Context: an optimization exercise on an open-source flow, tuned for small area, a short achievable clock period and few clock cycles per item. The choices shown serve that exercise and are no tape-out recipe. The RTL was checked by simulation tests, not by an equivalence proof against the original design. Power and IR drop assume default switching activity.

$ cat design/flow/design.v
module vfront(data, cut);
  input [15:0] data;
  output [22:0] cut;
  wire new_n40, new_n41, new_n42, new_n43, new_n44, new_n45, new_n46,
    new_n47, new_n48, new_n49, new_n50, new_n51, new_n52, new_n53, new_n54,
    new_n55, new_n56, new_n57, new_n58, new_n59, new_n60, new_n61, new_n62,
    new_n63, new_n64, new_n65, new_n66, new_n67, new_n68, new_n69, new_n70,
    new_n71, new_n72, new_n73, new_n74, new_n75, new_n76, new_n77, new_n78,
    new_n79, new_n80, new_n81, new_n82, new_n83, new_n84, new_n85, new_n86,
    new_n87, new_n88, new_n89, new_n90, new_n91, new_n92, new_n93, new_n94,
    new_n95, new_n96, new_n97, new_n98, new_n99, new_n100, new_n101,
    new_n102, new_n103, new_n104, new_n105, new_n106, new_n107, new_n108,
    new_n109, new_n110, new_n111, new_n112, new_n113, new_n114, new_n115,
    new_n116, new_n117, new_n118, new_n119, new_n120, new_n121, new_n122,
    new_n123, new_n124, new_n125, new_n126, new_n127, new_n128, new_n129,
    new_n130, new_n131, new_n132, new_n133, new_n134, new_n135, new_n136,
    new_n137, new_n138, new_n139, new_n140, new_n141, new_n142, new_n143,
    new_n144, new_n145, new_n146, new_n148, new_n149, new_n150, new_n151,
    new_n152, new_n153, new_n154, new_n155, new_n156, new_n157, new_n158,
    new_n159, new_n160, new_n161, new_n162, new_n163, new_n164, new_n165,
    new_n166, new_n167, new_n168, new_n169, new_n170, new_n171, new_n172,
    new_n173, new_n174, new_n175, new_n176, new_n177, new_n178, new_n179,
    new_n180, new_n181, new_n182, new_n183, new_n184, new_n185, new_n186,
    new_n187, new_n188, new_n189, new_n190, new_n191, new_n192, new_n193,
    new_n194, new_n195, new_n196, new_n197, new_n198, new_n199, new_n200,
    new_n201, new_n202, new_n203, new_n204, new_n205, new_n206, new_n207,
    new_n208, new_n209, new_n210, new_n211, new_n212, new_n213, new_n214,
    new_n215, new_n216, new_n217, new_n218, new_n219, new_n220, new_n221,
    new_n222, new_n223, new_n224, new_n225, new_n226, new_n227, new_n228,
    new_n229, new_n230, new_n231, new_n232, new_n233, new_n234, new_n235,
    new_n236, new_n237, new_n238, new_n239, new_n241, new_n242, new_n243,
    new_n244, new_n245, new_n246, new_n247, new_n248, new_n249, new_n250,
    new_n251, new_n252, new_n253, new_n254, new_n255, new_n256, new_n257,
    new_n258, new_n259, new_n260, new_n261, new_n263, new_n264, new_n265,
    new_n266, new_n267, new_n269, new_n270, new_n271, new_n272, new_n273,
    new_n274, new_n275, new_n276, new_n277, new_n278, new_n279, new_n280,
    new_n282, new_n283, new_n284, new_n285, new_n286, new_n287, new_n288,
    new_n289, new_n290, new_n292, new_n294, new_n295, new_n296, new_n297,
    new_n298, new_n299, new_n300, new_n301, new_n302, new_n303, new_n304,
    new_n305, new_n306, new_n307, new_n308, new_n309, new_n310, new_n311,
    new_n312, new_n313, new_n314, new_n315, new_n316, new_n317, new_n318,
    new_n319, new_n320, new_n321, new_n322, new_n323, new_n324, new_n325,
    new_n326, new_n327, new_n328, new_n329, new_n330, new_n331, new_n332,
    new_n333, new_n334, new_n335, new_n336, new_n337, new_n338, new_n339,
    new_n340, new_n341, new_n343, new_n344, new_n346, new_n347, new_n348,
    new_n349, new_n350, new_n352, new_n353, new_n354, new_n355, new_n356,
    new_n357, new_n358, new_n359, new_n360, new_n361, new_n362, new_n363,
    new_n364, new_n365, new_n366, new_n367, new_n369, new_n370, new_n372,
    new_n373, new_n375, new_n376, new_n378, new_n379, new_n380, new_n382,
    new_n383, new_n385, new_n386;
  assign new_n40 = ~data[8] & data[9];
  assign new_n41 = data[8] & ~data[9];
  assign new_n42 = ~new_n40 & ~new_n41;
  assign new_n43 = ~data[12] & data[13];
  assign new_n44 = data[12] & ~data[13];
  assign new_n45 = ~new_n43 & ~new_n44;
  assign new_n46 = data[10] & ~new_n45;
  assign new_n47 = ~data[10] & new_n45;
  assign new_n48 = ~new_n46 & ~new_n47;
  assign new_n49 = new_n42 & ~new_n48;
  assign new_n50 = ~data[10] & data[11];
  assign new_n51 = data[10] & ~data[11];
  assign new_n52 = ~new_n50 & ~new_n51;
  assign new_n53 = data[9] & ~new_n52;
  assign new_n54 = ~data[9] & new_n52;
  assign new_n55 = ~new_n53 & ~new_n54;
  assign new_n56 = data[14] & data[15];
  assign new_n57 = ~data[10] & new_n56;
  assign new_n58 = ~data[14] & ~data[15];
  assign new_n59 = data[10] & new_n58;
  assign new_n60 = ~new_n57 & ~new_n59;
  assign new_n61 = ~data[11] & data[13];
  assign new_n62 = data[11] & ~data[13];
  assign new_n63 = ~new_n61 & ~new_n62;
  assign new_n64 = ~new_n48 & new_n63;
  assign new_n65 = new_n60 & new_n64;
  assign new_n66 = ~new_n56 & ~new_n58;
  assign new_n67 = new_n60 & ~new_n66;
  assign new_n68 = new_n48 & new_n67;
  assign new_n69 = new_n42 & ~new_n68;
  assign new_n70 = ~new_n65 & new_n69;
  assign new_n71 = new_n65 & ~new_n66;
  assign new_n72 = new_n60 & ~new_n71;
  assign new_n73 = ~new_n42 & new_n72;
  assign new_n74 = ~new_n70 & ~new_n73;
  assign new_n75 = new_n55 & new_n74;
  assign new_n76 = new_n49 & new_n75;
  assign new_n77 = ~data[12] & new_n40;
  assign new_n78 = data[12] & new_n41;
  assign new_n79 = ~new_n77 & ~new_n78;
  assign new_n80 = ~new_n42 & new_n79;
  assign new_n81 = new_n48 & ~new_n63;
  assign new_n82 = ~new_n67 & new_n81;
  assign new_n83 = new_n80 & new_n82;
  assign new_n84 = ~new_n76 & ~new_n83;
  assign new_n85 = ~new_n60 & new_n81;
  assign new_n86 = ~new_n48 & ~new_n60;
  assign new_n87 = ~new_n68 & ~new_n86;
  assign new_n88 = ~new_n42 & new_n48;
  assign new_n89 = ~new_n49 & ~new_n88;
  assign new_n90 = new_n87 & ~new_n89;
  assign new_n91 = ~new_n66 & new_n89;
  assign new_n92 = ~new_n90 & ~new_n91;
  assign new_n93 = ~new_n42 & new_n71;
  assign new_n94 = ~new_n92 & ~new_n93;
  assign new_n95 = data[7] & ~new_n71;
  assign new_n96 = ~new_n55 & new_n74;
  assign new_n97 = ~data[6] & ~data[7];
  assign new_n98 = ~new_n42 & new_n85;
  assign new_n99 = ~new_n97 & ~new_n98;
  assign new_n100 = ~new_n96 & ~new_n99;
  assign new_n101 = ~data[7] & ~new_n55;
  assign new_n102 = ~new_n100 & new_n101;
  assign new_n103 = new_n42 & ~new_n102;
  assign new_n104 = new_n85 & ~new_n103;
  assign new_n105 = ~new_n55 & ~new_n60;
  assign new_n106 = ~new_n48 & new_n105;
  assign new_n107 = ~new_n42 & new_n106;
  assign new_n108 = ~data[7] & ~new_n107;
  assign new_n109 = ~new_n104 & new_n108;
  assign new_n110 = ~new_n95 & ~new_n109;
  assign new_n111 = new_n94 & new_n110;
  assign new_n112 = ~new_n63 & ~new_n67;
  assign new_n113 = ~new_n65 & new_n87;
  assign new_n114 = ~new_n112 & new_n113;
  assign new_n115 = ~new_n42 & new_n114;
  assign new_n116 = new_n79 & new_n115;
  assign new_n117 = data[6] & ~data[7];
  assign new_n118 = new_n116 & new_n117;
  assign new_n119 = new_n63 & new_n72;
  assign new_n120 = ~new_n113 & new_n119;
  assign new_n121 = new_n80 & new_n120;
  assign new_n122 = ~new_n71 & ~new_n114;
  assign new_n123 = ~new_n94 & ~new_n122;
  assign new_n124 = ~new_n80 & new_n123;
  assign new_n125 = ~new_n121 & ~new_n124;
  assign new_n126 = new_n97 & ~new_n125;
  assign new_n127 = ~data[6] & data[7];
  assign new_n128 = new_n83 & new_n127;
  assign new_n129 = ~new_n126 & ~new_n128;
  assign new_n130 = ~new_n118 & new_n129;
  assign new_n131 = data[6] & data[7];
  assign new_n132 = ~new_n79 & new_n94;
  assign new_n133 = ~new_n105 & ~new_n132;
  assign new_n134 = ~new_n86 & ~new_n133;
  assign new_n135 = ~new_n42 & new_n86;
  assign new_n136 = new_n92 & new_n112;
  assign new_n137 = ~data[8] & ~data[9];
  assign new_n138 = ~data[12] & ~new_n137;
  assign new_n139 = data[8] & data[9];
  assign new_n140 = data[12] & ~new_n139;
  assign new_n141 = ~new_n138 & ~new_n140;
  assign new_n142 = new_n136 & ~new_n141;
  assign new_n143 = ~new_n85 & ~new_n142;
  assign new_n144 = ~new_n135 & new_n143;
  assign new_n145 = ~new_n134 & new_n144;
  assign new_n146 = ~new_n131 & ~new_n145;
  assign cut[13] = new_n100 | new_n146;
  assign new_n148 = ~new_n98 & ~new_n143;
  assign new_n149 = ~data[7] & new_n76;
  assign new_n150 = ~new_n148 & ~new_n149;
  assign new_n151 = ~cut[13] & ~new_n150;
  assign new_n152 = new_n42 & ~new_n141;
  assign new_n153 = new_n136 & ~new_n152;
  assign new_n154 = ~new_n85 & ~new_n153;
  assign new_n155 = ~new_n134 & ~new_n154;
  assign new_n156 = new_n117 & new_n155;
  assign new_n157 = new_n79 & new_n123;
  assign new_n158 = ~new_n79 & new_n120;
  assign new_n159 = ~new_n157 & ~new_n158;
  assign new_n160 = new_n127 & ~new_n159;
  assign new_n161 = ~new_n156 & ~new_n160;
  assign new_n162 = ~new_n151 & new_n161;
  assign new_n163 = new_n130 & new_n162;
  assign new_n164 = ~new_n64 & ~new_n81;
  assign new_n165 = ~new_n89 & ~new_n164;
  assign new_n166 = new_n55 & ~new_n86;
  assign new_n167 = ~new_n106 & ~new_n166;
  assign new_n168 = new_n127 & ~new_n167;
  assign new_n169 = ~new_n66 & new_n168;
  assign new_n170 = new_n55 & new_n131;
  assign new_n171 = new_n82 & new_n170;
  assign new_n172 = data[6] & new_n66;
  assign new_n173 = new_n42 & ~new_n172;
  assign new_n174 = ~new_n171 & ~new_n173;
  assign new_n175 = ~new_n169 & new_n174;
  assign new_n176 = ~new_n103 & ~new_n175;
  assign new_n177 = new_n165 & ~new_n176;
  assign new_n178 = new_n84 & new_n177;
  assign new_n179 = new_n163 & ~new_n178;
  assign new_n180 = ~new_n111 & new_n179;
  assign new_n181 = new_n85 & new_n180;
  assign new_n182 = ~new_n75 & new_n181;
  assign new_n183 = ~new_n125 & new_n131;
  assign new_n184 = ~new_n79 & new_n97;
  assign new_n185 = new_n114 & new_n184;
  assign new_n186 = ~new_n85 & ~new_n135;
  assign new_n187 = new_n55 & ~new_n186;
  assign new_n188 = new_n97 & ~new_n143;
  assign new_n189 = ~new_n187 & new_n188;
  assign new_n190 = ~new_n185 & ~new_n189;
  assign new_n191 = ~new_n183 & new_n190;
  assign new_n192 = ~new_n97 & ~new_n145;
  assign new_n193 = ~new_n96 & new_n131;
  assign new_n194 = ~new_n192 & ~new_n193;
  assign new_n195 = ~new_n131 & ~new_n187;
  assign new_n196 = new_n194 & ~new_n195;
  assign new_n197 = new_n127 & new_n155;
  assign new_n198 = new_n117 & ~new_n159;
  assign new_n199 = data[6] & new_n55;
  assign new_n200 = ~data[6] & ~new_n55;
  assign new_n201 = ~new_n199 & ~new_n200;
  assign new_n202 = new_n70 & ~new_n92;
  assign new_n203 = ~new_n81 & new_n202;
  assign new_n204 = ~new_n201 & new_n203;
  assign new_n205 = data[7] & new_n204;
  assign new_n206 = ~new_n198 & ~new_n205;
  assign new_n207 = ~new_n197 & new_n206;
  assign new_n208 = ~new_n196 & new_n207;
  assign new_n209 = new_n191 & new_n208;
  assign new_n210 = ~new_n97 & ~new_n131;
  assign new_n211 = new_n68 & new_n75;
  assign new_n212 = ~new_n107 & ~new_n211;
  assign new_n213 = ~data[7] & ~new_n203;
  assign new_n214 = data[7] & ~new_n115;
  assign new_n215 = new_n201 & ~new_n214;
  assign new_n216 = ~new_n213 & new_n215;
  assign new_n217 = ~new_n116 & ~new_n216;
  assign new_n218 = new_n212 & new_n217;
  assign new_n219 = new_n210 & ~new_n218;
  assign new_n220 = ~new_n84 & new_n210;
  assign new_n221 = new_n82 & new_n184;
  assign new_n222 = ~new_n220 & ~new_n221;
  assign new_n223 = ~new_n219 & new_n222;
  assign new_n224 = new_n209 & new_n223;
  assign new_n225 = ~new_n182 & new_n224;
  assign new_n226 = new_n210 & ~new_n212;
  assign new_n227 = ~new_n66 & ~new_n110;
  assign new_n228 = new_n176 & ~new_n227;
  assign new_n229 = ~new_n55 & new_n97;
  assign new_n230 = new_n71 & new_n229;
  assign new_n231 = new_n85 & new_n170;
  assign new_n232 = ~new_n230 & ~new_n231;
  assign new_n233 = ~new_n228 & new_n232;
  assign new_n234 = ~new_n226 & new_n233;
  assign new_n235 = new_n163 & ~new_n185;
  assign new_n236 = new_n207 & new_n235;
  assign new_n237 = new_n234 & new_n236;
  assign new_n238 = new_n55 & new_n71;
  assign new_n239 = new_n237 & new_n238;
  assign cut[4] = ~new_n225 | new_n239;
  assign new_n241 = ~new_n84 & ~cut[4];
  assign new_n242 = new_n92 & new_n210;
  assign new_n243 = new_n159 & new_n242;
  assign new_n244 = new_n154 & new_n243;
  assign new_n245 = ~new_n241 & ~new_n244;
  assign new_n246 = new_n72 & new_n91;
  assign new_n247 = ~new_n67 & ~new_n81;
  assign new_n248 = new_n91 & new_n247;
  assign new_n249 = ~new_n83 & ~new_n248;
  assign new_n250 = ~new_n134 & ~new_n249;
  assign new_n251 = ~new_n246 & ~new_n250;
  assign new_n252 = ~new_n110 & new_n251;
  assign new_n253 = new_n210 & new_n236;
  assign new_n254 = ~new_n252 & new_n253;
  assign new_n255 = new_n191 & ~new_n216;
  assign new_n256 = new_n170 & new_n203;
  assign new_n257 = data[7] & new_n76;
  assign new_n258 = ~new_n256 & ~new_n257;
  assign new_n259 = new_n255 & new_n258;
  assign new_n260 = ~new_n254 & new_n259;
  assign new_n261 = new_n234 & new_n260;
  assign cut[0] = ~new_n245 | ~new_n261;
  assign new_n263 = data[7] & ~new_n196;
  assign new_n264 = new_n246 & ~new_n263;
  assign new_n265 = ~data[7] & ~new_n196;
  assign new_n266 = new_n248 & ~new_n265;
  assign new_n267 = ~new_n264 & ~new_n266;
  assign cut[1] = ~new_n237 | ~new_n267;
  assign new_n269 = new_n222 & new_n245;
  assign new_n270 = new_n170 & new_n246;
  assign new_n271 = new_n229 & new_n248;
  assign new_n272 = ~new_n270 & ~new_n271;
  assign new_n273 = new_n269 & new_n272;
  assign new_n274 = ~new_n94 & new_n225;
  assign new_n275 = new_n180 & ~new_n274;
  assign new_n276 = ~new_n85 & ~new_n203;
  assign new_n277 = new_n200 & ~new_n276;
  assign new_n278 = ~new_n211 & ~new_n277;
  assign new_n279 = data[7] & ~new_n278;
  assign new_n280 = new_n275 & ~new_n279;
  assign cut[2] = ~new_n273 | ~new_n280;
  assign new_n282 = new_n135 & new_n170;
  assign new_n283 = ~new_n216 & ~new_n282;
  assign new_n284 = data[6] & new_n246;
  assign new_n285 = new_n176 & ~new_n284;
  assign new_n286 = data[6] & new_n211;
  assign new_n287 = new_n161 & ~new_n286;
  assign new_n288 = ~new_n196 & new_n287;
  assign new_n289 = ~new_n285 & new_n288;
  assign new_n290 = new_n283 & new_n289;
  assign cut[3] = ~new_n273 | ~new_n290;
  assign new_n292 = ~new_n79 & new_n85;
  assign cut[7] = ~new_n194 | new_n292;
  assign new_n294 = new_n57 & new_n62;
  assign new_n295 = new_n59 & new_n61;
  assign new_n296 = ~data[12] & ~new_n295;
  assign new_n297 = data[10] & ~new_n56;
  assign new_n298 = ~new_n58 & ~new_n297;
  assign new_n299 = new_n61 & new_n298;
  assign new_n300 = new_n62 & ~new_n298;
  assign new_n301 = ~new_n299 & ~new_n300;
  assign new_n302 = ~new_n296 & new_n301;
  assign new_n303 = ~new_n294 & ~new_n302;
  assign new_n304 = new_n40 & ~new_n85;
  assign new_n305 = ~new_n303 & ~new_n304;
  assign new_n306 = ~new_n68 & ~new_n247;
  assign new_n307 = new_n41 & ~new_n306;
  assign new_n308 = ~new_n305 & ~new_n307;
  assign new_n309 = ~new_n57 & new_n62;
  assign new_n310 = new_n308 & new_n309;
  assign new_n311 = ~new_n59 & ~new_n63;
  assign new_n312 = ~new_n298 & ~new_n311;
  assign new_n313 = ~new_n57 & new_n61;
  assign new_n314 = ~new_n308 & new_n313;
  assign new_n315 = ~new_n312 & ~new_n314;
  assign new_n316 = ~new_n310 & new_n315;
  assign new_n317 = cut[7] & ~new_n316;
  assign new_n318 = ~new_n71 & new_n137;
  assign new_n319 = new_n138 & ~new_n139;
  assign new_n320 = ~new_n120 & new_n319;
  assign new_n321 = data[12] & new_n42;
  assign new_n322 = ~data[11] & ~data[13];
  assign new_n323 = ~data[10] & ~new_n56;
  assign new_n324 = ~new_n58 & ~new_n323;
  assign new_n325 = new_n322 & ~new_n324;
  assign new_n326 = data[11] & data[13];
  assign new_n327 = new_n324 & new_n326;
  assign new_n328 = ~new_n325 & ~new_n327;
  assign new_n329 = ~new_n321 & ~new_n328;
  assign new_n330 = ~new_n320 & ~new_n329;
  assign new_n331 = ~new_n318 & new_n330;
  assign new_n332 = ~data[10] & new_n58;
  assign new_n333 = new_n322 & ~new_n332;
  assign new_n334 = new_n331 & new_n333;
  assign new_n335 = new_n326 & ~new_n332;
  assign new_n336 = ~new_n331 & new_n335;
  assign new_n337 = new_n63 & ~new_n67;
  assign new_n338 = new_n324 & ~new_n337;
  assign new_n339 = ~new_n336 & ~new_n338;
  assign new_n340 = ~new_n334 & new_n339;
  assign new_n341 = ~cut[7] & new_n340;
  assign cut[5] = ~new_n317 & ~new_n341;
  assign new_n343 = ~cut[7] & new_n331;
  assign new_n344 = cut[7] & ~new_n308;
  assign cut[6] = new_n343 | new_n344;
  assign new_n346 = ~new_n98 & ~new_n117;
  assign new_n347 = ~new_n75 & ~new_n346;
  assign new_n348 = new_n154 & ~new_n250;
  assign new_n349 = ~new_n116 & new_n348;
  assign new_n350 = ~new_n127 & ~new_n349;
  assign cut[10] = new_n347 | new_n350;
  assign new_n352 = new_n40 & ~new_n306;
  assign new_n353 = new_n303 & ~new_n352;
  assign new_n354 = new_n41 & ~new_n85;
  assign new_n355 = ~new_n353 & ~new_n354;
  assign new_n356 = new_n309 & ~new_n355;
  assign new_n357 = new_n313 & new_n355;
  assign new_n358 = ~new_n312 & ~new_n357;
  assign new_n359 = ~new_n356 & new_n358;
  assign new_n360 = cut[10] & ~new_n359;
  assign new_n361 = ~new_n71 & new_n139;
  assign new_n362 = new_n330 & ~new_n361;
  assign new_n363 = new_n335 & ~new_n362;
  assign new_n364 = new_n333 & new_n362;
  assign new_n365 = ~new_n338 & ~new_n364;
  assign new_n366 = ~new_n363 & new_n365;
  assign new_n367 = ~cut[10] & new_n366;
  assign cut[8] = ~new_n360 & ~new_n367;
  assign new_n369 = ~cut[10] & new_n362;
  assign new_n370 = cut[10] & new_n355;
  assign cut[9] = new_n369 | new_n370;
  assign new_n372 = cut[13] & ~new_n316;
  assign new_n373 = ~cut[13] & new_n340;
  assign cut[11] = ~new_n372 & ~new_n373;
  assign new_n375 = cut[13] & ~new_n308;
  assign new_n376 = ~cut[13] & new_n331;
  assign cut[12] = new_n375 | new_n376;
  assign new_n378 = ~new_n98 & ~new_n127;
  assign new_n379 = ~new_n75 & ~new_n378;
  assign new_n380 = ~new_n117 & ~new_n349;
  assign cut[16] = new_n379 | new_n380;
  assign new_n382 = ~new_n359 & cut[16];
  assign new_n383 = new_n366 & ~cut[16];
  assign cut[14] = ~new_n382 & ~new_n383;
  assign new_n385 = new_n362 & ~cut[16];
  assign new_n386 = new_n355 & cut[16];
  assign cut[15] = new_n385 | new_n386;
  assign cut[17] = data[0];
  assign cut[18] = data[1];
  assign cut[19] = data[2];
  assign cut[20] = data[3];
  assign cut[21] = data[4];
  assign cut[22] = data[5];
endmodule
module vback(cut, dout);
  input [22:0] cut;
  output [7:0] dout;
  wire new_n32, new_n33, new_n34, new_n35, new_n36, new_n37, new_n38,
    new_n39, new_n40, new_n41, new_n42, new_n43, new_n44, new_n45, new_n46,
    new_n47, new_n48, new_n49, new_n50, new_n51, new_n52, new_n53, new_n54,
    new_n55, new_n56, new_n57, new_n58, new_n59, new_n60, new_n61, new_n62,
    new_n63, new_n64, new_n65, new_n66, new_n67, new_n68, new_n69, new_n70,
    new_n71, new_n72, new_n73, new_n74, new_n75, new_n76, new_n77, new_n78,
    new_n79, new_n80, new_n81, new_n82, new_n83, new_n84, new_n85, new_n86,
    new_n87, new_n88, new_n89, new_n90, new_n91, new_n92, new_n93, new_n94,
    new_n95, new_n96, new_n97, new_n98, new_n99, new_n100, new_n101,
    new_n102, new_n103, new_n104, new_n105, new_n106, new_n107, new_n108,
    new_n109, new_n110, new_n111, new_n112, new_n113, new_n114, new_n115,
    new_n116, new_n117, new_n118, new_n119, new_n120, new_n121, new_n122,
    new_n123, new_n124, new_n125, new_n126, new_n127, new_n128, new_n129,
    new_n130, new_n131, new_n132, new_n133, new_n134, new_n135, new_n136,
    new_n137, new_n138, new_n139, new_n140, new_n141, new_n142, new_n143,
    new_n144, new_n145, new_n146, new_n147, new_n148, new_n149, new_n150,
    new_n151, new_n152, new_n153, new_n154, new_n155, new_n156, new_n157,
    new_n158, new_n159, new_n160, new_n161, new_n162, new_n163, new_n164,
    new_n165, new_n166, new_n167, new_n168, new_n169, new_n170, new_n171,
    new_n172, new_n173, new_n174, new_n175, new_n176, new_n177, new_n178,
    new_n179, new_n180, new_n181, new_n182, new_n183, new_n184, new_n185,
    new_n186, new_n187, new_n188, new_n189, new_n190, new_n191, new_n192,
    new_n193, new_n194, new_n195, new_n196, new_n197, new_n198, new_n199,
    new_n200, new_n201, new_n202, new_n203, new_n204, new_n205, new_n206,
    new_n207, new_n208, new_n209, new_n210, new_n211, new_n212, new_n213,
    new_n214, new_n215, new_n216, new_n217, new_n218, new_n219, new_n220,
    new_n221, new_n222, new_n223, new_n224, new_n225, new_n226, new_n227,
    new_n228, new_n229, new_n230, new_n231, new_n232, new_n233, new_n234,
    new_n235, new_n236, new_n237, new_n238, new_n239, new_n240, new_n241,
    new_n242, new_n243, new_n244, new_n245, new_n246, new_n247, new_n248,
    new_n249, new_n250, new_n251, new_n252, new_n253, new_n254, new_n255,
    new_n256, new_n257, new_n258, new_n259, new_n260, new_n261, new_n262,
    new_n263, new_n264, new_n265, new_n266, new_n267, new_n268, new_n269,
    new_n270, new_n271, new_n272, new_n273, new_n274, new_n275, new_n276,
    new_n277, new_n278, new_n279, new_n280, new_n281, new_n282, new_n283,
    new_n284, new_n285, new_n286, new_n287, new_n288, new_n289, new_n290,
    new_n291, new_n292, new_n293, new_n295, new_n296, new_n297, new_n298,
    new_n299, new_n300, new_n301, new_n302, new_n303, new_n304, new_n305,
    new_n306, new_n307, new_n308, new_n309, new_n310, new_n311, new_n312,
    new_n313, new_n314, new_n316, new_n317, new_n318, new_n319, new_n320,
    new_n321, new_n322, new_n324, new_n325, new_n326, new_n327, new_n328,
    new_n329, new_n330, new_n331, new_n332, new_n333, new_n334, new_n335,
    new_n336, new_n337, new_n338, new_n339, new_n341, new_n342, new_n343,
    new_n344, new_n345, new_n346, new_n347, new_n348, new_n349, new_n350,
    new_n351, new_n352, new_n353, new_n354, new_n355, new_n357, new_n358,
    new_n359, new_n360, new_n361, new_n362, new_n363, new_n364, new_n366,
    new_n367, new_n368, new_n369, new_n370, new_n371, new_n373, new_n374,
    new_n375, new_n376, new_n377, new_n378;
  assign new_n32 = cut[19] & cut[20];
  assign new_n33 = cut[21] & cut[22];
  assign new_n34 = cut[0] & cut[2];
  assign new_n35 = ~cut[1] & new_n34;
  assign new_n36 = cut[3] & cut[4];
  assign new_n37 = new_n35 & new_n36;
  assign new_n38 = ~cut[3] & cut[4];
  assign new_n39 = cut[1] & cut[2];
  assign new_n40 = new_n38 & new_n39;
  assign new_n41 = ~new_n37 & ~new_n40;
  assign new_n42 = new_n33 & ~new_n41;
  assign new_n43 = ~cut[21] & ~cut[22];
  assign new_n44 = ~cut[2] & ~cut[4];
  assign new_n45 = ~cut[0] & ~cut[1];
  assign new_n46 = cut[3] & ~new_n45;
  assign new_n47 = new_n44 & new_n46;
  assign new_n48 = new_n43 & new_n47;
  assign new_n49 = ~new_n42 & ~new_n48;
  assign new_n50 = cut[21] & ~cut[22];
  assign new_n51 = ~cut[21] & cut[22];
  assign new_n52 = ~new_n50 & ~new_n51;
  assign new_n53 = ~cut[3] & ~new_n33;
  assign new_n54 = cut[3] & ~new_n43;
  assign new_n55 = ~new_n53 & ~new_n54;
  assign new_n56 = new_n52 & ~new_n55;
  assign new_n57 = ~cut[4] & new_n39;
  assign new_n58 = new_n56 & new_n57;
  assign new_n59 = new_n49 & ~new_n58;
  assign new_n60 = cut[3] & ~cut[4];
  assign new_n61 = cut[0] & new_n60;
  assign new_n62 = cut[1] & ~cut[2];
  assign new_n63 = new_n61 & new_n62;
  assign new_n64 = ~cut[22] & ~new_n63;
  assign new_n65 = cut[22] & ~new_n37;
  assign new_n66 = ~new_n64 & ~new_n65;
  assign new_n67 = new_n59 & ~new_n66;
  assign new_n68 = new_n32 & ~new_n67;
  assign new_n69 = ~cut[1] & ~cut[4];
  assign new_n70 = ~cut[1] & ~cut[2];
  assign new_n71 = ~cut[0] & new_n70;
  assign new_n72 = ~new_n69 & ~new_n71;
  assign new_n73 = ~new_n44 & ~new_n72;
  assign new_n74 = ~cut[3] & new_n73;
  assign new_n75 = new_n50 & new_n70;
  assign new_n76 = new_n51 & ~new_n70;
  assign new_n77 = ~new_n75 & ~new_n76;
  assign new_n78 = new_n74 & ~new_n77;
  assign new_n79 = ~cut[2] & ~cut[3];
  assign new_n80 = ~new_n45 & ~new_n79;
  assign new_n81 = cut[2] & cut[3];
  assign new_n82 = ~cut[1] & ~new_n81;
  assign new_n83 = ~new_n79 & new_n82;
  assign new_n84 = cut[0] & cut[1];
  assign new_n85 = ~new_n45 & ~new_n84;
  assign new_n86 = ~new_n83 & ~new_n85;
  assign new_n87 = ~new_n80 & ~new_n86;
  assign new_n88 = new_n69 & new_n87;
  assign new_n89 = new_n51 & new_n88;
  assign new_n90 = ~new_n38 & ~new_n60;
  assign new_n91 = new_n35 & ~new_n90;
  assign new_n92 = new_n44 & ~new_n84;
  assign new_n93 = ~cut[3] & new_n92;
  assign new_n94 = cut[1] & new_n93;
  assign new_n95 = ~new_n91 & ~new_n94;
  assign new_n96 = new_n50 & ~new_n95;
  assign new_n97 = ~new_n89 & ~new_n96;
  assign new_n98 = ~new_n78 & new_n97;
  assign new_n99 = ~cut[19] & ~cut[20];
  assign new_n100 = new_n98 & new_n99;
  assign new_n101 = ~new_n39 & ~new_n70;
  assign new_n102 = ~cut[0] & ~cut[2];
  assign new_n103 = ~cut[3] & ~new_n102;
  assign new_n104 = new_n101 & new_n103;
  assign new_n105 = ~cut[4] & new_n104;
  assign new_n106 = new_n43 & new_n105;
  assign new_n107 = new_n73 & ~new_n90;
  assign new_n108 = new_n33 & new_n107;
  assign new_n109 = ~new_n106 & ~new_n108;
  assign new_n110 = new_n34 & new_n38;
  assign new_n111 = new_n60 & new_n102;
  assign new_n112 = ~new_n110 & ~new_n111;
  assign new_n113 = ~cut[1] & ~new_n112;
  assign new_n114 = new_n55 & new_n113;
  assign new_n115 = new_n109 & ~new_n114;
  assign new_n116 = new_n32 & new_n115;
  assign new_n117 = ~new_n100 & ~new_n116;
  assign new_n118 = cut[4] & ~new_n34;
  assign new_n119 = ~new_n83 & ~new_n104;
  assign new_n120 = new_n118 & ~new_n119;
  assign new_n121 = new_n56 & new_n120;
  assign new_n122 = new_n61 & ~new_n101;
  assign new_n123 = new_n51 & new_n122;
  assign new_n124 = ~cut[3] & new_n39;
  assign new_n125 = ~cut[0] & ~cut[4];
  assign new_n126 = new_n124 & ~new_n125;
  assign new_n127 = ~new_n110 & new_n126;
  assign new_n128 = new_n50 & new_n127;
  assign new_n129 = ~new_n123 & ~new_n128;
  assign new_n130 = new_n39 & new_n125;
  assign new_n131 = ~new_n52 & new_n130;
  assign new_n132 = cut[4] & new_n87;
  assign new_n133 = ~new_n45 & new_n52;
  assign new_n134 = new_n132 & new_n133;
  assign new_n135 = ~new_n131 & ~new_n134;
  assign new_n136 = new_n129 & new_n135;
  assign new_n137 = ~new_n121 & new_n136;
  assign new_n138 = ~new_n117 & new_n137;
  assign new_n139 = ~cut[19] & cut[20];
  assign new_n140 = cut[19] & ~cut[20];
  assign new_n141 = ~new_n139 & ~new_n140;
  assign new_n142 = new_n46 & ~new_n102;
  assign new_n143 = new_n118 & new_n142;
  assign new_n144 = new_n50 & new_n143;
  assign new_n145 = cut[0] & ~cut[2];
  assign new_n146 = ~new_n69 & ~new_n145;
  assign new_n147 = ~cut[3] & new_n146;
  assign new_n148 = ~new_n142 & ~new_n147;
  assign new_n149 = cut[4] & new_n148;
  assign new_n150 = ~new_n70 & new_n149;
  assign new_n151 = new_n51 & new_n150;
  assign new_n152 = ~new_n144 & ~new_n151;
  assign new_n153 = new_n49 & new_n152;
  assign new_n154 = ~new_n141 & new_n153;
  assign new_n155 = ~new_n138 & ~new_n154;
  assign new_n156 = new_n55 & new_n120;
  assign new_n157 = new_n36 & new_n52;
  assign new_n158 = new_n62 & new_n157;
  assign new_n159 = ~cut[4] & ~new_n52;
  assign new_n160 = ~new_n80 & new_n159;
  assign new_n161 = new_n86 & new_n160;
  assign new_n162 = ~new_n158 & ~new_n161;
  assign new_n163 = ~new_n156 & new_n162;
  assign new_n164 = new_n81 & new_n118;
  assign new_n165 = ~cut[1] & ~cut[21];
  assign new_n166 = cut[1] & cut[21];
  assign new_n167 = ~new_n165 & ~new_n166;
  assign new_n168 = new_n164 & ~new_n167;
  assign new_n169 = new_n99 & ~new_n168;
  assign new_n170 = new_n163 & new_n169;
  assign new_n171 = ~new_n52 & new_n77;
  assign new_n172 = new_n132 & new_n171;
  assign new_n173 = ~new_n114 & ~new_n172;
  assign new_n174 = new_n140 & new_n173;
  assign new_n175 = new_n78 & ~new_n125;
  assign new_n176 = ~new_n58 & ~new_n175;
  assign new_n177 = new_n139 & new_n176;
  assign new_n178 = ~new_n174 & ~new_n177;
  assign new_n179 = new_n51 & new_n63;
  assign new_n180 = new_n37 & new_n50;
  assign new_n181 = ~new_n179 & ~new_n180;
  assign new_n182 = new_n51 & new_n127;
  assign new_n183 = new_n50 & new_n122;
  assign new_n184 = ~new_n182 & ~new_n183;
  assign new_n185 = cut[1] & ~new_n52;
  assign new_n186 = ~new_n112 & new_n185;
  assign new_n187 = new_n52 & new_n93;
  assign new_n188 = ~new_n186 & ~new_n187;
  assign new_n189 = new_n184 & new_n188;
  assign new_n190 = new_n181 & new_n189;
  assign new_n191 = new_n32 & new_n190;
  assign new_n192 = new_n178 & ~new_n191;
  assign new_n193 = ~new_n170 & new_n192;
  assign new_n194 = new_n152 & ~new_n172;
  assign new_n195 = new_n52 & new_n164;
  assign new_n196 = new_n194 & ~new_n195;
  assign new_n197 = new_n99 & ~new_n196;
  assign new_n198 = ~new_n193 & ~new_n197;
  assign new_n199 = ~new_n155 & new_n198;
  assign new_n200 = ~new_n68 & new_n199;
  assign new_n201 = cut[17] & ~cut[18];
  assign new_n202 = ~new_n200 & new_n201;
  assign new_n203 = new_n33 & new_n105;
  assign new_n204 = new_n43 & new_n107;
  assign new_n205 = ~new_n203 & ~new_n204;
  assign new_n206 = new_n56 & new_n113;
  assign new_n207 = new_n205 & ~new_n206;
  assign new_n208 = new_n140 & new_n207;
  assign new_n209 = new_n74 & new_n171;
  assign new_n210 = new_n51 & ~new_n95;
  assign new_n211 = new_n50 & new_n88;
  assign new_n212 = ~new_n210 & ~new_n211;
  assign new_n213 = ~new_n209 & new_n212;
  assign new_n214 = new_n139 & new_n213;
  assign new_n215 = ~new_n208 & ~new_n214;
  assign new_n216 = new_n135 & new_n184;
  assign new_n217 = ~new_n156 & new_n216;
  assign new_n218 = ~new_n215 & new_n217;
  assign new_n219 = new_n51 & new_n143;
  assign new_n220 = new_n50 & new_n150;
  assign new_n221 = ~new_n219 & ~new_n220;
  assign new_n222 = new_n33 & new_n47;
  assign new_n223 = ~new_n41 & new_n43;
  assign new_n224 = ~new_n222 & ~new_n223;
  assign new_n225 = new_n221 & new_n224;
  assign new_n226 = new_n141 & new_n225;
  assign new_n227 = ~new_n218 & ~new_n226;
  assign new_n228 = ~new_n77 & new_n132;
  assign new_n229 = ~new_n206 & ~new_n228;
  assign new_n230 = new_n32 & new_n229;
  assign new_n231 = ~new_n52 & new_n66;
  assign new_n232 = new_n129 & new_n188;
  assign new_n233 = ~new_n231 & new_n232;
  assign new_n234 = new_n140 & new_n233;
  assign new_n235 = ~new_n230 & ~new_n234;
  assign new_n236 = new_n55 & new_n57;
  assign new_n237 = ~new_n125 & new_n209;
  assign new_n238 = ~new_n236 & ~new_n237;
  assign new_n239 = new_n99 & new_n238;
  assign new_n240 = new_n164 & new_n167;
  assign new_n241 = ~new_n121 & ~new_n240;
  assign new_n242 = new_n162 & new_n241;
  assign new_n243 = new_n139 & new_n242;
  assign new_n244 = ~new_n239 & ~new_n243;
  assign new_n245 = new_n235 & new_n244;
  assign new_n246 = new_n224 & ~new_n236;
  assign new_n247 = new_n181 & new_n246;
  assign new_n248 = new_n140 & ~new_n247;
  assign new_n249 = new_n221 & ~new_n228;
  assign new_n250 = ~new_n195 & new_n249;
  assign new_n251 = new_n139 & ~new_n250;
  assign new_n252 = ~new_n248 & ~new_n251;
  assign new_n253 = ~new_n245 & new_n252;
  assign new_n254 = ~new_n227 & new_n253;
  assign new_n255 = ~cut[17] & cut[18];
  assign new_n256 = ~new_n254 & new_n255;
  assign new_n257 = ~new_n202 & ~new_n256;
  assign new_n258 = ~new_n99 & new_n163;
  assign new_n259 = new_n98 & new_n258;
  assign new_n260 = new_n196 & new_n259;
  assign new_n261 = ~new_n32 & new_n189;
  assign new_n262 = new_n115 & new_n261;
  assign new_n263 = new_n67 & new_n262;
  assign new_n264 = ~new_n260 & ~new_n263;
  assign new_n265 = new_n173 & new_n176;
  assign new_n266 = ~new_n178 & ~new_n265;
  assign new_n267 = ~cut[20] & ~new_n181;
  assign new_n268 = cut[20] & new_n168;
  assign new_n269 = ~new_n267 & ~new_n268;
  assign new_n270 = ~new_n266 & new_n269;
  assign new_n271 = ~new_n264 & new_n270;
  assign new_n272 = ~new_n155 & new_n271;
  assign new_n273 = cut[18] & ~new_n272;
  assign new_n274 = new_n99 & ~new_n240;
  assign new_n275 = new_n207 & new_n233;
  assign new_n276 = new_n247 & new_n275;
  assign new_n277 = cut[20] & new_n276;
  assign new_n278 = ~new_n139 & new_n162;
  assign new_n279 = new_n213 & new_n278;
  assign new_n280 = new_n250 & new_n279;
  assign new_n281 = cut[20] & new_n66;
  assign new_n282 = ~new_n121 & ~new_n281;
  assign new_n283 = new_n280 & new_n282;
  assign new_n284 = ~new_n277 & ~new_n283;
  assign new_n285 = ~new_n274 & new_n284;
  assign new_n286 = new_n99 & ~new_n229;
  assign new_n287 = new_n32 & ~new_n238;
  assign new_n288 = ~new_n286 & ~new_n287;
  assign new_n289 = ~new_n227 & new_n288;
  assign new_n290 = ~new_n285 & new_n289;
  assign new_n291 = ~cut[17] & ~new_n290;
  assign new_n292 = ~new_n273 & ~new_n291;
  assign new_n293 = ~new_n255 & ~new_n292;
  assign dout[0] = ~new_n257 | new_n293;
  assign new_n295 = new_n140 & ~new_n246;
  assign new_n296 = new_n139 & ~new_n249;
  assign new_n297 = ~new_n201 & ~new_n296;
  assign new_n298 = ~new_n295 & new_n297;
  assign new_n299 = ~new_n254 & ~new_n298;
  assign new_n300 = ~new_n266 & new_n288;
  assign new_n301 = new_n205 & new_n212;
  assign new_n302 = new_n141 & new_n301;
  assign new_n303 = new_n97 & new_n109;
  assign new_n304 = ~new_n141 & new_n303;
  assign new_n305 = ~new_n302 & ~new_n304;
  assign new_n306 = new_n300 & ~new_n305;
  assign new_n307 = ~new_n299 & new_n306;
  assign new_n308 = new_n200 & new_n307;
  assign new_n309 = new_n32 & ~new_n59;
  assign new_n310 = new_n99 & ~new_n194;
  assign new_n311 = ~new_n309 & ~new_n310;
  assign new_n312 = new_n298 & new_n311;
  assign new_n313 = ~new_n255 & new_n312;
  assign new_n314 = ~new_n308 & ~new_n313;
  assign dout[1] = ~new_n257 | new_n314;
  assign new_n316 = ~new_n298 & ~new_n307;
  assign new_n317 = ~new_n245 & ~new_n305;
  assign new_n318 = ~new_n193 & new_n317;
  assign new_n319 = cut[18] & ~new_n318;
  assign new_n320 = new_n290 & ~new_n319;
  assign new_n321 = ~dout[1] & ~new_n320;
  assign new_n322 = ~new_n256 & ~new_n321;
  assign dout[2] = new_n316 | ~new_n322;
  assign new_n324 = new_n298 & new_n314;
  assign new_n325 = ~new_n202 & ~new_n324;
  assign new_n326 = ~cut[18] & ~new_n318;
  assign new_n327 = new_n272 & ~new_n326;
  assign new_n328 = ~dout[1] & ~new_n327;
  assign new_n329 = new_n325 & ~new_n328;
  assign new_n330 = new_n32 & new_n325;
  assign new_n331 = new_n260 & ~new_n330;
  assign new_n332 = new_n99 & new_n325;
  assign new_n333 = ~new_n331 & ~new_n332;
  assign new_n334 = ~new_n329 & new_n333;
  assign new_n335 = new_n139 & new_n321;
  assign new_n336 = new_n140 & new_n321;
  assign new_n337 = new_n280 & ~new_n336;
  assign new_n338 = ~new_n335 & ~new_n337;
  assign new_n339 = dout[2] & new_n338;
  assign dout[3] = new_n334 | new_n339;
  assign new_n341 = dout[2] & ~new_n338;
  assign new_n342 = ~new_n329 & ~new_n333;
  assign new_n343 = ~new_n341 & ~new_n342;
  assign new_n344 = ~new_n81 & new_n159;
  assign new_n345 = new_n33 & new_n341;
  assign new_n346 = new_n43 & ~new_n341;
  assign new_n347 = ~new_n345 & ~new_n346;
  assign new_n348 = ~new_n344 & new_n347;
  assign new_n349 = ~new_n343 & new_n348;
  assign new_n350 = new_n52 & new_n148;
  assign new_n351 = ~new_n51 & new_n334;
  assign new_n352 = ~new_n50 & ~new_n334;
  assign new_n353 = ~new_n351 & ~new_n352;
  assign new_n354 = ~new_n350 & ~new_n353;
  assign new_n355 = dout[3] & new_n354;
  assign dout[4] = new_n349 | new_n355;
  assign new_n357 = ~new_n343 & ~new_n348;
  assign new_n358 = cut[7] & new_n357;
  assign new_n359 = cut[16] & new_n355;
  assign new_n360 = ~new_n358 & ~new_n359;
  assign new_n361 = cut[10] & new_n349;
  assign new_n362 = dout[3] & ~new_n354;
  assign new_n363 = cut[13] & new_n362;
  assign new_n364 = ~new_n361 & ~new_n363;
  assign dout[5] = ~new_n360 | ~new_n364;
  assign new_n366 = cut[6] & new_n357;
  assign new_n367 = cut[9] & new_n349;
  assign new_n368 = cut[12] & new_n362;
  assign new_n369 = ~new_n367 & ~new_n368;
  assign new_n370 = cut[15] & new_n355;
  assign new_n371 = new_n369 & ~new_n370;
  assign dout[6] = new_n366 | ~new_n371;
  assign new_n373 = cut[14] & new_n355;
  assign new_n374 = cut[8] & new_n349;
  assign new_n375 = cut[11] & new_n362;
  assign new_n376 = ~new_n374 & ~new_n375;
  assign new_n377 = cut[5] & new_n357;
  assign new_n378 = new_n376 & ~new_n377;
  assign dout[7] = new_n373 | ~new_n378;
endmodule
module viterbi_decoder(clk, rst, en, data, data_out, done_flag);
    input clk, rst, en;
    input [15:0] data;
    output [7:0] data_out;
    output reg done_flag;
    wire [22:0] cut;
    reg  [22:0] cut_q;
    vfront head (.data(data), .cut(cut));
    vback  tail (.cut(cut_q), .dout(data_out));
    always @(posedge clk or posedge rst)
        if (rst) done_flag <= 1'b0;
        else     done_flag <= en;
    always @(posedge clk)
        cut_q <= cut;
endmodule
$ cat design/flow/flow/run.sh
#!/bin/bash
# The standard layout (the standard.sh, unchanged synthesis), except that the
# port buffers inserted before global placement are sky130_fd_sc_hd__buf_2
# instead of the resizer's default pick (a clkdlybuf4s50 delay cell).
set -euo pipefail
export BUFFER_PORTS_ARGS="-buffer_cell sky130_fd_sc_hd__buf_2"
bash standard.sh finish > standard.log 2>&1
$ cat design/flow/standard.sh
#!/bin/bash
# synth_recipe.tcl (not shown) runs the flow's synth.tcl, then flattens the netlist and writes it again
# the make line also repeats each setting of config.mk as NAME=value (left out here)
make -C /OpenROAD-flow-scripts/flow DESIGN_CONFIG=/design/flow/config.mk WORK_HOME=/design/flow/orfs CLKGATE_MAP_FILE= SYNTH_SCRIPT=/design/flow/synth_recipe.tcl "${@:-finish}"
$ cat design/flow/config.mk
export PLATFORM = sky130hd
export DESIGN_NAME = viterbi_decoder
export DESIGN_NICKNAME = viterbi_decoder
export VERILOG_FILES = /design/flow/design.v
export SDC_FILE = /design/flow/constraint.sdc
export NUM_CORES = 4
export LEC_CHECK = 0
export ABC_AREA = 1
export CAP_MARGIN = 20
export CORE_MARGIN = 2
export CORE_UTILIZATION = 40
export SLEW_MARGIN = 20
$ cat design/flow/constraint.sdc
create_clock -name core_clock -period 5.0 [get_ports {clk}]
set_input_delay 1.0000 -clock core_clock [delete_from_list [all_inputs] [get_ports {clk}]]
set_output_delay 1.0000 -clock core_clock [all_outputs]
set_load 0.01 [all_outputs]
==> run summary, run 1 <==
Worst Hold Class input pin to asynchronous set/reset pin; CP arrival ~3500 ps; commonest non-fill, non-tap cell in the layout nand2_1; delay-heaviest family, CP simple AND/OR/NAND/NOR gates; initial antenna violation count 0; Req. time, crit path ~4000 ps; Synth-to-Final Area Change 8.701%; die width roughly 100 um; f_max roughly 0.22 GHz; critical path class flop to primary output; clock-pin slew on the worst setup and hold paths about 90 ps; first-pass GRT wire length roughly 19000 um; worst-path maximum fanout 9; largest net degree at the start of global routing 15; Antenna Cells 0; dpl hpwl about 9800 um; syn nets 725; Tmin final 4476 ps; mux cell area share after synthesis between 1 and 1.5%; vias 4410; cts repair resizes 0; Critical Path Max Stage Delay approximately 570 ps; full die area 0.01029 mm2; routed wire length roughly 12000 um; H-tree depth 1; pre-CTS WS 840.6 ps; post-synth cell types 50; commonest non-fill, non-tap cells in the layout nand2_1 (190), inv_1 (101), nand3_1 (80); FF/Latch Area approximately 490 um2; GRT Residual Overflow 0; fill cell count about 1000; Die Span Y 101.4 um; worst rel slew slack ~57%; root buf cell clkbuf_8; vias in the first global route between 4000 and 5000; post-synthesis simple-gate area fraction about 48%; postcts setup bufs 0; Routability Congestion 0.9762; final net count 750; slowest CP cell dfxtp_1; YS warnings 1; IO Count 28; EDFF count, synth 0; CP cell instances inv_2 -> ha_1 -> nand2_1 -> nand2_1 -> nor2_1 -> nand4_2 -> nand3_1 -> nand2_1 -> nand2_1 -> inv_1 -> nor2_2 -> nand3_2 -> a21oi_2 -> nand3_1 -> nand2_1 -> a21oi_1 -> nor2_2 -> nand3_1 -> nand2_1 -> inv_1 -> nand2_1 -> buf_2; Post-synth ARST share under 10%; final setup fails 0; Max Buffers Root-to-Sink 2; Setup crit end kind primary output; Yosys reg bits 24; Final period util between 80% and 90%; GRT Overall Usage approximately 23%; Slew Limit Fails 0; iteration-0 DRC count of the detailed router between 200 and 300; ratio of cells with drive above 1 in the final layout between 10% and 20%; initial core utilization around 41%; Area contributors post-synth nand2_1 (19%), dfxtp_1 (12%), ha_1 (11%); most used cell, CP nand2_1; maximum vdd drop approximately 0.13 mV; Syn Area/Cell about 5.6 um2; Synth area leader nand2_1; area of the mapped netlist 0.003796 mm2; area of the multi-input gates about 0.0028 mm2; hold-fix buffers at CTS 0; Core Rows 35; CTS tree done; setup tns final 0 ps; Hold Vio Cnt, Final 0; Non-Filler Instances approximately 830; DRT antenna net count 0; RSZ-0062 raised after global routing no; crit path launch type flop; Max Cap Viol 0; Synth Area in Compound Gates between 10 and 15%; Synth Area in Adders between 10% and 20%; Worst Path Buf+Inv 4; placed cells ~800; pwr/cell area ~420 mW/mm2; CTS buffer count 3; Remaining DRCs 0; worst setup margin 523.7 ps; top-area cell type share of the netlist area a little under a fifth; static leakage approximately 2.3 nW; top_reg_cell synth dfxtp_1; Synth Area in XOR/XNOR under 10%; worst slew pin tran 639.2 ps; Finished Core Util between 40% and 50%; clock sink count 24; port bufs 27; core box area about 0.009 mm2; Seq/Total Area, Yosys 12.79%; Syn Inst Count 672; largest family of logic cells by synthesized area simple AND/OR/NAND/NOR gates; outcome no timing/DRC/antenna violations; Vias per Instance about 5.3; drt wl/cell around 14 um; DRT Pass-1 Iters 5
cell type report:
type                            count  area share, %
Sequential cell                    24          11.76
Clock inverter                      1         0.7277
Inverter                          117          10.70
Timing Repair Buffer               27          3.275
Tap cell                          129          3.911
Multi-Input combinational cell    524          68.62
Clock buffer                        3          1.001
path summary, 6_finish.rpt:
kind	startpoint	to	slack [ps]	depth (start not counted)
max in group asynchronous	rst	done_flag	4370	2
min in group core_clock	data[3]	cut_q[20]	820	1
worst min-delay path	rst	done_flag	540	2
worst max-delay path	cut_q[1]	data_out[5]	520	22
flip-flops by register name, summed over array words and instances, names as in the netlist:
signal	cells
cut_q	23
done_flag	1
cells by family after synthesis:
group	Yosys count
xor+xnor	5
mux	5
compound gates	81
fa+ha+maj	34
buf+inv	124
simple gates	399
flops	24
routing by layer:
metal,part of all wire [%],wire (um),vias up,global-route usage [%]
met3,6.4,754,27,1.587
met2,48,5691,180,41.77
met5,0,0,-,0
li1,-,-,2218,-
met4,2.9,346,0,8.212
met1,42,4998,1985,29.13
power by group:
part | internal, W | switching, W | leakage, nW | total, W
clock network | 0.000107 | 0.0000637 | 0.0357 | 0.000171
registers | 0.000243 | 0.0000652 | 0.206 | 0.000308
logic | 0.000413 | 0.000851 | 2.09 | 0.00126
stage by stage:
step | hold slack [ps] | power [W] | instance area (um2)
after floorplan | 728.7 | 0.001234 | 3796
after global routing | 533.7 | 0.001912 | 4126
after CTS | 536.4 | 0.001727 | 4126
after global placement | 831.8 | 0.001553 | 4055
after detailed placement | 838.9 | 0.001551 | 4055
final | 540.0 | 0.001742 | 4126
cells in the mapped netlist, types with 3 or more instances:
| cell | instances |
|---|---|
| nand2_1 | 190 |
| inv_1 | 101 |
| nand3_1 | 80 |
| nor2_1 | 62 |
| ha_1 | 34 |
| o21ai_0 | 28 |
| dfxtp_1 | 23 |
| a21oi_1 | 20 |
| nand4_1 | 20 |
| inv_2 | 13 |
| o21ai_1 | 10 |
| nand2_2 | 9 |
| nor2_2 | 9 |
| nor3_1 | 9 |
| nand3_2 | 6 |
| mux2_2 | 4 |
| a31oi_1 | 3 |
| buf_2 | 3 |
| nor2_4 | 3 |
| o22ai_1 | 3 |
Testbench counts, summed over its fixed seeds: cycles 1,280, blocks 1,280.
==> run 2: changes to the inputs <==
==> design/flow/flow/run.sh (replaced) <==
#!/bin/bash
# The standard layout (the standard.sh, on the standard synthesis script) with two
# changes:
#  - ADDER_MAP_FILE is empty, so Yosys does not extract half/full adders into
#    sky130 ha/fa cells before ABC; ABC maps that logic with the rest.
#  - the port buffers inserted before global placement are sky130_fd_sc_hd__buf_2
#    instead of the resizer's default pick (a clkdlybuf4s50 delay cell).
# Registers and their names are those of the standard synthesis.
set -euo pipefail
export BUFFER_PORTS_ARGS="-buffer_cell sky130_fd_sc_hd__buf_2"
bash standard.sh ADDER_MAP_FILE= finish > standard.log 2>&1
--- a/design/flow/config.mk
+++ b/design/flow/config.mk
@@ -11,2 +11,3 @@
 export CORE_UTILIZATION = 40
+export SETUP_SLACK_MARGIN = 0.5
 export SLEW_MARGIN = 20
==> run 2 against run 1 <==
Net effect:
- still clean on timing, DRC and antenna
- final area decreased by 3.2%
- non-clock buffer count rose by 14
- die area is 8.0% lower
- synthesized cell count up 0.89%
- hold slack gained 4.0 ps
- via count increased by 5.0%
- combinational power shrank 15%
- count of clock-buffer cells in the layout stayed put
- worst setup slack improved by 180 ps
- largest power group unchanged
- highest routed layer unchanged
==> run summary, run 2 <==
outcome no timing/DRC/antenna violations; Max Cap Viol 0 (unchanged); core box area 0.008593 mm2 (-7.0%); commonest non-fill, non-tap cells in the layout nand2_1 (216), nor2_1 (86), nand3_1 (85); top_reg_cell synth dfxtp_1; Max Buffers Root-to-Sink 2 (unchanged); drt wl/cell 15.10 um (+5.6%); DR WL met3 647 um (-14%); Post-synth ARST share 4.167% (unchanged); Seq/Total Area, Yosys 13.95% (+1.2 points); commonest non-fill, non-tap cell in the layout nand2_1; IO Count 28 (unchanged); Slew Limit Fails 0 (unchanged); ratio of cells with drive above 1 in the final layout 16.32% (+3.8 points); dpl hpwl 10280 um (+4.6%); Top Registers cut_q (23), done_flag (1); YS warnings 1 (unchanged); PnR Total Power 0.001536 W (-12%); Top Metal Used met4; maximum vdd drop 0.1136 mV (-13%); Tmin final 4294 ps (-182.8 ps); hold-fix buffers at CTS 0 (unchanged); vias in the first global route 4401 (+5.2%); CTS tree done; GRT Overall Usage 26.23% (+3.0 points); iteration-0 DRC count of the detailed router 257 (-6.9%); CP cell instances inv_2 -> nand2_1 -> nand2_4 -> inv_2 -> nor2_4 -> nand4_1 -> nand3_1 -> nand2_1 -> nand2_1 -> nand2_1 -> nor2_2 -> nand3_2 -> nand3_1 -> nand3_1 -> nand2_1 -> nand3_2 -> nand2_2 -> nand4_1 -> nand2_1 -> inv_2 -> nand2_1 -> buf_2; count leader, synth nand2_1; WL met1 4855 um (-2.9%); Worst Path Buf+Inv 4 (unchanged); Critical Path Max Stage Delay 390 ps (-180 ps); first-pass GRT wire length 20730 um (+6.8%); Core Rows 34 (-2.9%); clock sink count 24 (unchanged); Final period util 85.87% (-3.7 points); initial core utilization 40.49% (-0.59 points); full die area 0.009461 mm2 (-8.0%); Syn Area/Cell 5.132 um2 (-9.1%); RSZ-0062 raised after global routing no; die width 97.27 um (-4.1%); CTS buffer count 3 (unchanged); Area contributors post-synth nand2_1 (24%), dfxtp_1 (13%), nand3_1 (12%); Syn Inst Count 678 (+0.89%); largest net degree at the start of global routing 15 (unchanged); syn nets 697 (-3.9%); Setup crit end kind primary output; EDFF count, synth 0 (unchanged); Synth top cells by count nand2_1 (218), nor2_1 (94), nand3_1 (85), inv_1 (83); vias 4629 (+5.0%); setup tns final 0 ps (unchanged); Biggest register cut_q; worst slew pin tran 695.3 ps (+56.03 ps); clock-pin slew on the worst setup and hold paths 90 ps (about the same); f_max 0.2329 GHz (+4.3%); DRT Pass-1 Iters 5 (unchanged); GRT Residual Overflow 0 (unchanged); H-tree depth 1 (unchanged); Vias per Instance 5.611 (+5.0%); final net count 737 (-1.7%); area of the mapped netlist 0.003480 mm2 (-8.3%); slowest CP cell dfxtp_4; Worst Hold Class input pin to asynchronous set/reset pin; static leakage 2.179 nW (-6.5%); Routability Congestion 0.9989 (+2.3%); final setup fails 0 (unchanged); Antenna Cells 0 (unchanged); worst-path maximum fanout 8 (-1); Die Span Y 97.27 um (-4.1%); Synth-to-Final Area Change 14.85%; critical path class flop to primary output; Remaining DRCs 0 (unchanged); most used cell, CP nand2_1; CP arrival 3290 ps (-190 ps); top-area cell type share of the netlist area 23.52% (+4.7 points); port bufs 27 (unchanged); Hold Vio Cnt, Final 0 (unchanged); root buf cell clkbuf_8; met2 wire length 6128 um (+7.7%); worst rel slew slack 53.48% (-3.5 points); initial antenna violation count 0 (unchanged); Yosys reg bits 24 (unchanged); crit path launch type flop; Synth area leader nand2_1; Req. time, crit path 4000 ps (about the same); pwr/cell area 384.4 mW/mm2 (-9.0%); DRT antenna net count 0 (unchanged); post-synth cell types 45 (-10%); Largest register FFs 23 (unchanged); delay-heaviest family, CP simple AND/OR/NAND/NOR gates; routed wire length 12460 um (+5.6%)
run 2: cell count changes after synthesis, sizes merged, moves of 5 or more:
| cell | previous run | this run |
|---|---|---|
| ha | 34 | 0 |
| nand4 | 22 | 27 |
| inv | 115 | 96 |
| o21ai | 41 | 31 |
| nand2 | 200 | 228 |
| nor2 | 74 | 104 |
run 2: final cells by class:
| type | instances | area, um2 |
|---|---|---|
| sequential | 24 | 504.2 |
| inverter | 97 | 369.1 |
| clock inverter | 1 | 30.03 |
| multi-input combinational | 551 | 2676 |
| tap | 108 | 135.1 |
| fill | 982 | 4597 |
| clock buffer | 3 | 41.29 |
| timing repair buffer | 41 | 240.2 |
run 2: final timing paths:
check                          start  cells after the start  slack, ps           to
setup / recovery           cut_q[21]                     22        710  data_out[6]
hold / removal                   rst                      2        540    done_flag
max in group asynchronous        rst                      2       4370    done_flag
min in group core_clock      data[0]                      1        830    cut_q[17]
run 2: where the power goes:
| part | leakage [nW] | switching [W] | total [W] | internal (W) |
|---|---|---|---|---|
| registers | 0.206 | 0.0000556 | 0.000295 | 0.000239 |
| clock network | 0.0357 | 0.0000640 | 0.000171 | 0.000107 |
| logic | 1.94 | 0.000725 | 0.00107 | 0.000346 |
run 2: layer usage:
metal / vias up / global-route usage [%]
li1: 2295 / -
met1: 2067 / 29.17
met2: 198 / 48.29
met3: 69 / 1.942
met4: 0 / 16.13
met5: - / 0
run 2: metrics by stage:
step	setup WS [ps]	cells	area, um2	hold WS, ps	utilization, %
after CTS	523.7	813	3806	536.5	44.29
after detailed placement	813.9	809	3734	835.3	43.45
final	706.5	825	3996	544.0	46.51
after global placement	668.3	809	3734	831.8	43.45
after floorplan	1596	678	3480	728.7	-
after global routing	478.4	825	3996	543.2	46.51
run 2: cell families (layout without fill, tap and decap cells):
kind of cell	after synthesis	count (layout)	share of synthesized area, %
AND/OR/NAND/NOR	469	469	60.01
buffers and inverters	103	142	11.36
AO/OA/AOI/OAI	75	75	12.69
flip-flops	24	24	13.95
XOR/XNOR	4	4	1.007
multiplexers	3	3	0.9708
run 2: repair_timing:
item | CTS | global route
setup endpoints to repair | 2 | 5
pin swaps | 0 | 5
gates resized for setup | 1 | 34
setup buffers | 0 | 12
==> run 3: changes to the inputs <==
--- a/design/flow/config.mk
+++ b/design/flow/config.mk
@@ -11,3 +11,3 @@
 export CORE_UTILIZATION = 40
-export SETUP_SLACK_MARGIN = 0.5
+export SETUP_SLACK_MARGIN = 0.8
 export SLEW_MARGIN = 20
==> run 3 against run 2 <==
Net effect:
- via count increased by 3.6%
- final area is 9.7% higher
- worst setup slack gained 84 ps
- sequential power rose by 3%
- non-clock buffer count up 16
- utilization increased by 4.5 points
- die area is the same
- global-route usage up 0.41 points
- synthesized cell count did not move
- still clean
- sequential share of layout area fell by 0.94 points
- flip-flop and latch count unchanged
- critical path depth up 2
==> run summary, run 3 <==
Largest register FFs 23 (unchanged); die width 97.27 um (unchanged); Worst Setup SP cut_q[4]; routed wire length 13160 um (+5.6%); drt wl/cell 15.64 um (+3.6%); fill cell count 926 (-5.7%); static leakage 2.327 nW (+6.8%); port bufs 27 (unchanged); Seq/Total Area, Yosys 13.95% (unchanged); final setup fails 0 (unchanged); FF/Latch Area 511.7 um2 (+1.5%); largest net degree at the start of global routing 15 (unchanged); Remaining DRCs 0 (unchanged); first-pass GRT wire length 21110 um (+1.8%); Area contributors post-synth nand2_1 (24%), dfxtp_1 (13%), nand3_1 (12%); commonest non-fill, non-tap cell in the layout nand2_1; Yosys reg bits 24 (unchanged); Synth top cells by count nand2_1 (218), nor2_1 (94), nand3_1 (85), inv_1 (83); outcome no timing/DRC/antenna violations; EDFF count, synth 0 (unchanged); initial antenna violation count 0 (unchanged); DRT antenna net count 0 (unchanged); Worst Hold Class input pin to asynchronous set/reset pin; Worst Path Buf+Inv 5 (+1); placed cells 809 (unchanged); Max Buffers Root-to-Sink 2 (unchanged); Hold Vio Cnt, Final 0 (unchanged); final net count 753 (+2.2%); Slew Limit Fails 0 (unchanged); critical path class flop to primary output; GRT Residual Overflow 0 (unchanged); Synth area leader nand2_1; CTS tree done; worst slew pin tran 647.0 ps (-48.25 ps); Post-synth ARST share 4.167% (unchanged); setup tns final 0 ps (unchanged); Final period util 84.19% (-1.7 points); crit path launch type flop; count leader, synth nand2_1; CP cell instances buf_2 -> buf_4 -> nand2_2 -> nor2_1 -> and2_1 -> nor2_1 -> nand3_1 -> nand2_1 -> nor2_1 -> nor2_1 -> nand2_1 -> nand2_1 -> nand3_2 -> nand3_2 -> nand2_1 -> inv_2 -> nand2_4 -> nand3_4 -> a21boi_4 -> nand4_1 -> nand2_1 -> inv_2 -> nand2_1 -> buf_2; Core Rows 34 (unchanged); crit path capture data_out[6]; Critical Path Max Stage Delay 400 ps (about the same); Vias per Instance 5.700 (+1.6%); vias in the first global route 4471 (+1.6%); full die area 0.009461 mm2 (unchanged); YS warnings 1 (unchanged); dpl hpwl 10280 um (unchanged); syn nets 697 (unchanged); vias 4794 (+3.6%); worst rel slew slack 56.41% (+2.9 points); top_reg_cell synth dfxtp_1; area of the multi-input gates 0.002913 mm2 (+8.8%); IO Count 28 (unchanged); delay-heaviest family, CP simple AND/OR/NAND/NOR gates; area of the mapped netlist 0.003480 mm2 (unchanged); CTS buffer count 3 (unchanged); GRT Overall Usage 26.63% (+0.41 points); Antenna Cells 0 (unchanged); Req. time, crit path 4000 ps (about the same); ratio of cells with drive above 1 in the final layout 24.97% (+8.6 points); initial core utilization 40.49% (unchanged); Setup crit end kind primary output; Die Span Y 97.27 um (unchanged); clock sink count 24 (unchanged); Non-Filler Instances 841 (+1.9%); iteration-0 DRC count of the detailed router 354 (+38%); RSZ-0062 raised after global routing yes; Worst Hold Slack 543.8 ps (-0.1900 ps); worst-path maximum fanout 6 (-2); Biggest register cut_q; clock-pin slew on the worst setup and hold paths 90 ps (about the same); post-synth cell types 45 (unchanged); root buf cell clkbuf_8; f_max 0.2375 GHz (+2.0%); top-area cell type share of the netlist area 23.52% (unchanged); DRT Pass-1 Iters 7 (+2); CP arrival 3210 ps (-80 ps); Syn Inst Count 678 (unchanged); Synth-to-Final Area Change 25.96%; critical path depth in cells 24 (+9.1%); Syn Area/Cell 5.132 um2 (unchanged); commonest non-fill, non-tap cells in the layout nand2_1 (197), inv_1 (79), nor2_1 (77); Max Cap Viol 0 (unchanged); Tmin final 4210 ps (-83.86 ps); Routability Congestion 0.9989 (unchanged); maximum vdd drop 0.1111 mV (-2.2%); Top Registers cut_q (23), done_flag (1); slowest CP cell dfxtp_4; pwr/cell area 397.3 mW/mm2 (+3.3%); H-tree depth 1 (unchanged); most used cell, CP nand2_1; core box area 0.008593 mm2 (unchanged)
==> run 3: layout make-up <==
cell class	count	share of cell area, %
Multi-Input combinational cell	551	66.46
Sequential cell	24	11.68
Inverter	97	8.735
Timing Repair Buffer	57	8.421
Tap cell	108	3.083
Clock buffer	3	0.9421
Clock inverter	1	0.6851
==> run 3: timing repair <==
action / in CTS / in global routing
hold endpoints to repair: 0 / 0
setup endpoints to repair: 5 / 5
hold buffers: 0 / 0
pin swaps: 5 / 37
setup buffers: 6 / 22
resized for setup: 22 / 92
==> run 3: worst min path at each step <==
stage	to	depth (start not counted)
finish	done_flag	2
global route	done_flag	2
CTS	done_flag	2
detailed placement	done_flag	2
global placement	done_flag	2
floorplan	done_flag	1
==> run 3: where the power goes <==
part / switching, W / internal [W]
clock network: 0.0000633 / 0.000107
logic: 0.000831 / 0.000437
registers: 0.0000605 / 0.000242
total: 0.000955 / 0.000787
==> run 3: stage by stage <==
step / utilization, % / total power, W / setup slack (ps) / cell area, um2
final: 51.00 / 0.001741 / 790.3 / 4383
after global routing: 51.00 / 0.001880 / 521.6 / 4383
after CTS: 45.36 / 0.001480 / 806.4 / 3897
after detailed placement: 43.45 / 0.001273 / 813.9 / 3734
after global placement: 43.45 / 0.001290 / 668.3 / 3734
after floorplan: - / 0.001001 / 1596 / 3480
==> run 3: routing by layer <==
layer,GRT usage [%],vias up,part of all wire (%)
li1,-,2323,-
met1,29.78,2157,39
met2,48.66,242,50
met3,2.374,72,5.6
met4,16.13,0,6.1
met5,0,-,0
==> run 3: cell families after synthesis <==
| logic type | Yosys count | share of synthesized area, % |
|---|---|---|
| xor gates and xnor gates | 4 | 1.007 |
| muxes | 3 | 0.9708 |
| and+or+nand+nor | 469 | 60.01 |
| AOI/OAI and AO/OA | 75 | 12.69 |
| DFF | 24 | 13.95 |
| buffers and inverters | 103 | 11.36 |

## re-timing with driven ports
No port has a modelled driver above. Below, the same layouts with a new extraction and two added sets of constraints. Step 1 sets driving cells, clkbuf_16 on the clock port and buf_2 on the other inputs (assumed; they add their load-dependent delay and slew). Step 2 times the ports against the registers' clock, not the clock port: input delays grow and output delays shrink by t, the midpoint of the rising clock arrivals with the driver on. Slacks: ideal ports / drivers / drivers and shift; pairs: ideal ports / drivers.
run | t, ns | slack for setup (ns) | clock arrival spread, ns | cell pins on the clock port's net
run 1 | 0.293 | 0.524 / 0.495 / 0.789 | 0.013 / 0.013 | 1
run 2 | 0.291 | 0.706 / 0.680 / 0.962 | 0.004 / 0.004 | 1
run 3 | 0.289 | 0.790 / 0.764 / 0.965 | 0.006 / 0.005 | 1
After both steps every run listed still meets setup and hold.
